This design comes from an exercise in tuning for small area on the open sky130 flow, not from production work. Only simulation tests tie the RTL to the original design; equivalence was not proved. Power and IR drop assume default switching activity.

==> flow/design.v <==
`timescale 1ns/1ps
module rv_idex (
    input   wire           clk,
    input   wire           rst,
    input   wire    [31:0] if_id_ir,
    input   wire    [31:0] mem_wb_ir,
    input   wire    [31:0] mem_wb_out,
    output  reg     [31:0] ex_mem_ir,
    output  reg     [31:0] ex_mem_alu_out,
    output  reg     [31:0] ex_mem_rs2
);
    reg  [31:0] id_ex_ir;
    reg  [31:0] a, b;
    reg         id_ex_is_r, id_ex_sub;
    reg  [31:1] rf_valid;
    reg  [31:0] rf [1:31];
    wire [4:0] rs1 = if_id_ir[19:15];
    wire [4:0] rs2 = if_id_ir[24:20];
    wire [4:0] rd  = mem_wb_ir[11:7];
    reg  [31:0] sel_a, sel_b;
    reg  [31:0] rf_z [0:31];
    integer r;
    always @(*) begin
        sel_a = 32'b0;
        sel_b = 32'b0;
        for (r = 1; r < 32; r = r + 1) begin
            sel_a[r] = rf_valid[r] && rs1 == r;
            sel_b[r] = rf_valid[r] && rs2 == r;
        end
        rf_z[0] = 32'b0;
        for (r = 1; r < 32; r = r + 1) rf_z[r] = rf[r];
    end
    wire [10:0] na [0:31];
    wire [10:0] nb [0:31];
    genvar gj, gg;
    generate
        for (gj = 0; gj < 32; gj = gj + 1) begin : rbit
            for (gg = 0; gg < 10; gg = gg + 1) begin : rgrp
                rv_aoi3 ua (.d({rf_z[3*gg+3][gj], rf_z[3*gg+2][gj], rf_z[3*gg+1][gj]}),
                            .s({sel_a[3*gg+3], sel_a[3*gg+2], sel_a[3*gg+1]}),
                            .y(na[gj][gg]));
                rv_aoi3 ub (.d({rf_z[3*gg+3][gj], rf_z[3*gg+2][gj], rf_z[3*gg+1][gj]}),
                            .s({sel_b[3*gg+3], sel_b[3*gg+2], sel_b[3*gg+1]}),
                            .y(nb[gj][gg]));
            end
            assign na[gj][10] = ~(rf_z[31][gj] & sel_a[31]);
            assign nb[gj][10] = ~(rf_z[31][gj] & sel_b[31]);
        end
    endgenerate
    reg [31:0] rd_a, rd_b;
    always @(*)
        for (r = 0; r < 32; r = r + 1) begin
            rd_a[r] = ~&na[r];
            rd_b[r] = ~&nb[r];
        end
    always @(posedge clk or negedge rst) begin
        if (!rst) begin
            id_ex_ir       <= 32'b0;
            b              <= 32'b0;
            ex_mem_ir      <= 32'b0;
            ex_mem_alu_out <= 32'b0;
            ex_mem_rs2     <= 32'b0;
            rf_valid       <= 31'b0;
        end else begin
            id_ex_ir       <= if_id_ir;
            b              <= rd_b;
            ex_mem_ir      <= id_ex_ir;
            ex_mem_alu_out <= alu_out;
            ex_mem_rs2     <= b;
            if (rd != 5'd0)
                rf_valid[rd] <= 1'b1;
        end
    end
    wire [6:0] if_op  = if_id_ir[6:0];
    wire [2:0] if_f3  = if_id_ir[14:12];
    wire       if_is_r = if_op == 7'b0110011;
    wire       if_sub  = (if_op == 7'b0110011 || if_op == 7'b0010011) &&
                         ((if_is_r && if_id_ir[30] && if_f3 == 3'b000) || if_f3[2:1] == 2'b01);
    always @(posedge clk) begin
        a          <= rd_a;
        id_ex_is_r <= if_is_r;
        id_ex_sub  <= if_sub;
    end
    always @(posedge clk) begin
        for (r = 1; r < 32; r = r + 1)
            if (rd == r) rf[r] <= mem_wb_out;
    end
    wire [31:0] ir     = id_ex_ir;
    wire [6:0]  opcode = ir[6:0];
    wire [2:0]  f3     = ir[14:12];
    wire        b30    = ir[30];
    wire        is_r   = opcode == 7'b0110011;
    wire        is_i   = opcode == 7'b0010011;
    wire        is_l   = opcode == 7'b0000011;
    wire [31:0] imm  = {{20{ir[31]}}, ir[31:20]};
    wire [31:0] opb  = id_ex_is_r ? b : imm;
    wire        sub  = id_ex_sub;
    wire [31:0] bx   = opb ^ {32{sub}};
    wire [31:0] p = a ^ bx;
    wire [31:0] g = a & bx;
    reg  [31:0] G, P;
    integer l, i;
    always @(*) begin
        G = g;
        P = p;
        G[0] = g[0] | (p[0] & sub);
        for (l = 1; l < 32; l = l * 2)
            for (i = 2 * l - 1; i < 32; i = i + 2 * l) begin
                G[i] = G[i] | (P[i] & G[i-l]);
                P[i] = P[i] & P[i-l];
            end
        for (l = 8; l >= 1; l = l / 2)
            for (i = 3 * l - 1; i < 32; i = i + 2 * l) begin
                G[i] = G[i] | (P[i] & G[i-l]);
                P[i] = P[i] & P[i-l];
            end
    end
    wire [31:0] sum  = p ^ {G[30:0], sub};
    wire        ltu  = ~G[31];
    wire        lts  = (a[31] ^ opb[31]) ? a[31] : sum[31];
    wire [4:0]  shamt = opb[4:0];
    wire        left  = ~f3[2];
    reg  [31:0] a_rev, sh_rev;
    integer k;
    always @(*) for (k = 0; k < 32; k = k + 1) a_rev[k] = a[31-k];
    wire [31:0] sh_in = left ? a_rev : a;
    wire        fill  = b30 & a[31] & ~left;
    wire signed [32:0] sh_ext = {fill, sh_in};
    wire [32:0] sh_full = sh_ext >>> shamt;
    wire [31:0] sh    = sh_full[31:0];
    always @(*) for (k = 0; k < 32; k = k + 1) sh_rev[k] = sh[31-k];
    wire valid_op = is_l | is_i | (is_r & (~b30 | f3 == 3'b000 | f3 == 3'b101));
    wire op       = valid_op & ~is_l;
    wire s_add    = is_l | (op & f3 == 3'b000);
    wire s_sll    = op & f3 == 3'b001;
    wire s_slt    = op & f3 == 3'b010;
    wire s_sltu   = op & f3 == 3'b011;
    wire s_xor    = op & f3 == 3'b100;
    wire s_srl    = op & f3 == 3'b101;
    wire s_or     = op & f3 == 3'b110;
    wire s_and    = op & f3 == 3'b111;
    wire s_p = s_xor | s_or;
    wire s_g = s_or | s_and;
    wire [31:0] alu_out = (sum    & {32{s_add}})
                        | (sh_rev & {32{s_sll}})
                        | (sh     & {32{s_srl}})
                        | (p      & {32{s_p}})
                        | (g      & {32{s_g}})
                        | {31'b0, (lts & s_slt) | (ltu & s_sltu)};
endmodule  
module rv_aoi3 (
    input  wire [2:0] d,
    input  wire [2:0] s,
    output wire       y
);
    assign y = ~|(d & s);
endmodule
Settings: LEC_CHECK=0, CAP_MARGIN=20, CORE_MARGIN=2, CORE_UTILIZATION=70, SLEW_MARGIN=20, SYNTH_HIERARCHICAL=1, SYNTH_MINIMUM_KEEP_SIZE=0; clock period 6.0 ns.
standard.sh (not shown) runs the stock make flow with config.mk's settings and CLKGATE_MAP_FILE= SYNTH_SCRIPT=/design/flow/synth_recipe.tcl, a recipe that flattens the netlist after the stock synthesis.
==> flow/flow/run.sh <==
#!/bin/bash
# The standard layout (standard.sh), with these changes:
#  - ABC maps the logic with an area-oriented script (flow/abc_area.script)
#    in place of ORFS's speed script; everything else in synthesis, the
#    flip-flop mapping included, is the standard synthesis;
#  - ports are buffered with sky130_fd_sc_hd__buf_1;
#  - CTS uses clkbuf_8, clusters up to 16 sinks within 60 um and inserts no
#    dummy loads.
# Each tool's output goes to ORFS's per-step logs under orfs/logs; make's own
# output goes to standard_area.log.
set -euo pipefail
here=$(pwd)
sed "s|log_cmd abc {\*}\$abc_args|set abc_args [lreplace \$abc_args 1 1 $here/flow/abc_area.script]\n  log_cmd abc {*}\$abc_args|" \
    "$FLOW_HOME/scripts/synth.tcl" > synth_area.tcl
grep -q "flow/abc_area.script" synth_area.tcl
sed "s|\$::env(SCRIPTS_DIR)/synth.tcl|$here/synth_area.tcl|" synth_recipe.tcl > synth_recipe_area.tcl
grep -q "synth_area.tcl" synth_recipe_area.tcl
sed "s|SYNTH_SCRIPT=[^ ]*|SYNTH_SCRIPT=$here/synth_recipe_area.tcl|" standard.sh > standard_area.sh
grep -q "synth_recipe_area.tcl" standard_area.sh
bash standard_area.sh \
    "BUFFER_PORTS_ARGS=-buffer_cell sky130_fd_sc_hd__buf_1" \
    "CTS_ARGS=-sink_clustering_enable -repair_clock_nets -sink_clustering_size 16 -sink_clustering_max_diameter 60 -dont_use_dummy_load -buf_list sky130_fd_sc_hd__clkbuf_8" \
    finish > standard_area.log 2>&1
==> flow/flow/abc_area.script <==
&get -n
&st
&dch
&nf -R 1000
&st
&syn2
&if -g -K 6
&synch2
&nf -R 1000
&st
&dch
&nf -R 1000
&put
The baseline ran to the end with no violations.
Next try:
Settings changed: CORE_UTILIZATION 70 to 55.
What happened: Worst hold slack loses 0.0075 ns. Synthesized cell count does not change. Critical path depth goes down by 1. Via count falls by 4.2%. Routed wire length rose by 6.1%. Clock power rises by 6.6%. Sequential power is about the same. Global-route usage drops by 7.3 points. Fmax is higher by 0.84%. Count of clock-buffer cells in the layout increases by 11.

separate check: timing with driven ports:
The flow's constraints put no driver on any port. The routed layouts listed below were extracted and timed again, unchanged, in two steps. Step 1 assumes that a clkbuf_16 drives the clock port and a buf_2 every other input. Step 2 also shifts input and output timing later by t, the mid clock arrival at the registers, as if the neighbouring blocks saw the same clock. a / b / c = ideal ports / drivers / drivers and shift; a / b = the first two.
| run | shift t [ns] | setup slack, ns | worst slew at a driven data input, ns |
|---|---|---|---|
| the first run | 0.790 | 0.402 / 0.402 / 0.402 | 0.13 |
| the second run | 0.834 | 0.448 / 0.448 / 0.448 | 0.09 |
After both steps setup and hold are still met in every run listed.
